This design comes from an exercise in tuning for small area and a short achievable clock period on the open sky130 flow, not from production work. Only simulation tests tie the RTL to the original design; equivalence was not proved. The flow treats the clock pin as an ideal source, which a real chip does not have. Power is estimated from default activity; no workload was simulated.

== run A ==
==> flow/design.v <==
module fir_filter #(parameter N = 101) (
    input wire clk,
    input wire reset,
    input wire signed [15:0] x_in,
    output reg signed [15:0] y_out
);
    reg signed [15:0] d0;                   
    reg signed [15:0] dl [1:N-1];           
    reg signed [15:0] d101;                 
    reg full_q;                             
    reg [6:0] cnt;                          
    integer i;
    wire full = (cnt == N);
    always @(posedge clk) begin
        dl[1] <= d0;
        for (i = 2; i < N; i = i + 1)
            dl[i] <= dl[i-1];
        d101 <= dl[N-1];
    end
    always @(posedge clk or posedge reset) begin
        if (reset) begin
            d0 <= 16'd0;
            full_q <= 1'b0;
            y_out <= 16'd0;
            cnt <= 7'd0;
        end else begin
            d0 <= x_in;
            full_q <= full;
            y_out <= d0 + (full_q ? d101 : 16'sd0) - y_out;
            if (!full)
                cnt <= cnt + 7'd1;
        end
    end
endmodule
export LEC_CHECK = 0
export CAP_MARGIN = 20
export CORE_MARGIN = 2
export CORE_UTILIZATION = 45
export SLEW_MARGIN = 20
create_clock -name core_clock -period 12.0 [get_ports {clk}]
standard.sh (not shown) runs the stock make flow with config.mk's settings and CLKGATE_MAP_FILE= SYNTH_SCRIPT=/design/flow/synth_recipe.tcl, a recipe that flattens the netlist after the stock synthesis.
==> flow/flow/run.sh <==
#!/bin/bash
set -euo pipefail
export CTS_ARGS="-sink_clustering_enable -repair_clock_nets -dont_use_dummy_load -buf_list {sky130_fd_sc_hd__clkbuf_8 sky130_fd_sc_hd__clkbuf_16} -sink_clustering_size 30 -sink_clustering_max_diameter 80"
export BUFFER_PORTS_ARGS="-buffer_cell sky130_fd_sc_hd__buf_4"
export SETUP_SLACK_MARGIN=8.6
bash standard.sh > flow_standard.log 2>&1
For run B, these inputs were changed with respect to run A:
Settings: CTS_BUF_LIST newly set to sky130_fd_sc_hd__clkbuf_8 sky130_fd_sc_hd__clkbuf_16; CORE_UTILIZATION changed from 45 to 60; CTS_CLUSTER_DIAMETER newly set to 80; CTS_CLUSTER_SIZE newly set to 30.
==> flow/run.sh (new file) <==
#!/bin/bash
# synth_recipe.tcl (not shown) runs the flow's synth.tcl, then flattens the netlist and writes it again
# the make line also repeats each setting of config.mk as NAME=value (left out here)
make -C /OpenROAD-flow-scripts/flow DESIGN_CONFIG=/design/flow/config.mk WORK_HOME=/design/flow/orfs CLKGATE_MAP_FILE= SYNTH_SCRIPT=/design/flow/synth_recipe.tcl finish
removed: flow/flow/run.sh
removed: flow/standard.sh
No stage failed in run B, and the final checks on the layout all came back clean. Against run A, run B reports a number of placed instances, taps included that is lower. Number of design-rule violations left by the first detailed-router iteration (higher): run A. On clock group share of total power: run B sits above run A. Run B against run A: part of the total power dissipated in combinational logic decreased 1.0 points, inserted tap cell count decreased about 26%, total power consumption of the routed design essentially unchanged, multi-input combinational area share essentially unchanged.
Here is what was changed in the inputs of run C compared with run B.
Settings: removing CTS_CLUSTER_DIAMETER (formerly 80); removing CTS_CLUSTER_SIZE (formerly 30); removing CTS_BUF_LIST (formerly sky130_fd_sc_hd__clkbuf_8 sky130_fd_sc_hd__clkbuf_16).
==> flow/flow/run.sh (new file) <==
#!/bin/bash
set -euo pipefail
here=$(cd "$(dirname "$0")" && pwd)
export CTS_ARGS="-sink_clustering_enable -repair_clock_nets -dont_use_dummy_load -buf_list {sky130_fd_sc_hd__clkbuf_16} -sink_clustering_size 30 -sink_clustering_max_diameter 80"
export BUFFER_PORTS_ARGS="-buffer_cell sky130_fd_sc_hd__buf_4"
export SETUP_SLACK_MARGIN=${SETUP_SLACK_MARGIN:-9.0}
export POST_CTS_TCL=$here/post_cts.tcl
bash standard.sh MATCH_CELL_FOOTPRINT=0 finish > flow_standard.log 2>&1
==> flow/flow/post_cts.tcl (new file) <==
# Runs at the end of ORFS's CTS step.

set clk_net [get_nets -of_objects [get_ports clk]]
set root_pins [get_pins -of_objects $clk_net -filter "direction == input"]
if {[llength $root_pins] == 1} {
  set root [get_cells -of_objects [lindex $root_pins 0]]
  set root_out [get_nets -of_objects [get_pins -of_objects $root -filter "direction == output"]]
  set loads [get_pins -of_objects $root_out -filter "direction == input"]
  puts "clock root [get_full_name $root] drives [llength $loads] pins"
  if {[llength $loads] <= 4} {
    set names {}
    foreach p $loads { lappend names [get_full_name $p] }
    set clk_name [get_full_name $clk_net]
    set out_name [get_full_name $root_out]
    foreach p $names {
      disconnect_pin $out_name $p
      connect_pin $clk_name $p
    }
    disconnect_pin $clk_name [get_full_name [lindex $root_pins 0]]
    delete_instance [get_full_name $root]
    delete_net $out_name
    puts "removed clock root buffer"
  }
}

# Faster flops on the output and the adder's mask.
foreach c [get_cells {y_out*}] {
  if {[get_property [get_lib_cells -of_objects $c] name] eq "sky130_fd_sc_hd__dfrtp_1"} {
    replace_cell [get_full_name $c] sky130_fd_sc_hd__dfrtp_4
  }
}
foreach c [get_cells {full_q*}] {
  replace_cell [get_full_name $c] sky130_fd_sc_hd__dfrtp_4
}

detailed_placement
estimate_parasitics -placement
repair_timing -setup -setup_margin $::env(SETUP_SLACK_MARGIN) -repair_tns 100 -verbose
detailed_placement
check_placement -verbose
estimate_parasitics -placement
report_clock_latency
report_checks -path_delay max -group_path_count 3
==> flow/standard.sh (new file) <==
#!/bin/bash
# synth_recipe.tcl (not shown) runs the flow's synth.tcl, then flattens the netlist and writes it again
# the make line also repeats each setting of config.mk as NAME=value (left out here)
make -C /OpenROAD-flow-scripts/flow DESIGN_CONFIG=/design/flow/config.mk WORK_HOME=/design/flow/orfs CLKGATE_MAP_FILE= SYNTH_SCRIPT=/design/flow/synth_recipe.tcl "${@:-finish}"
removed: flow/run.sh
==> run notes <==
- Relative to run B, placer congestion estimate decreased by 0.040 in run C.
- Run C | ERROR | 4_1_cts
- Run B | stages: all done | timing, DRC, antenna: all pass
- Of run C and run B, it is run C that has the lower post-DP HPWL.
- From run C to run B, parity-gate share of the synthesized area counting xor and xnor cells did not move at all.
- Per the comparison of run C with run B, per-instance average area after synthesis did not really move; count of unique library cells instantiated by Yosys did not really move; compound-cell area share of the yosys netlist did not really move; initial standard-cell utilization of the core did not really move.

-- static timing again, ports no longer ideal --
No port has a modelled driver above. Below, the same layouts with a new extraction and two added sets of constraints. Step 1 assumes that a clkbuf_16 drives the clock port and a buf_2 every other input. Step 2, shift: input delay + t, output delay - t, t = (earliest + latest rising clock arrival at the registers) / 2. This alone moves slack from input paths to output paths. a / b / c = ideal / step 1 / step 2; a / b = the first two.
run	shift t [ns]	slack for setup (ns)	latest minus earliest clock arrival (ns)
run A	0.672	8.386 / 8.331 / 8.749	0.061 / 0.061
run B	0.686	7.894 / 7.837 / 8.509	0.023 / 0.023
After both steps setup and hold are still met in every run listed. The worst setup slack also covers recovery checks on asynchronous resets.
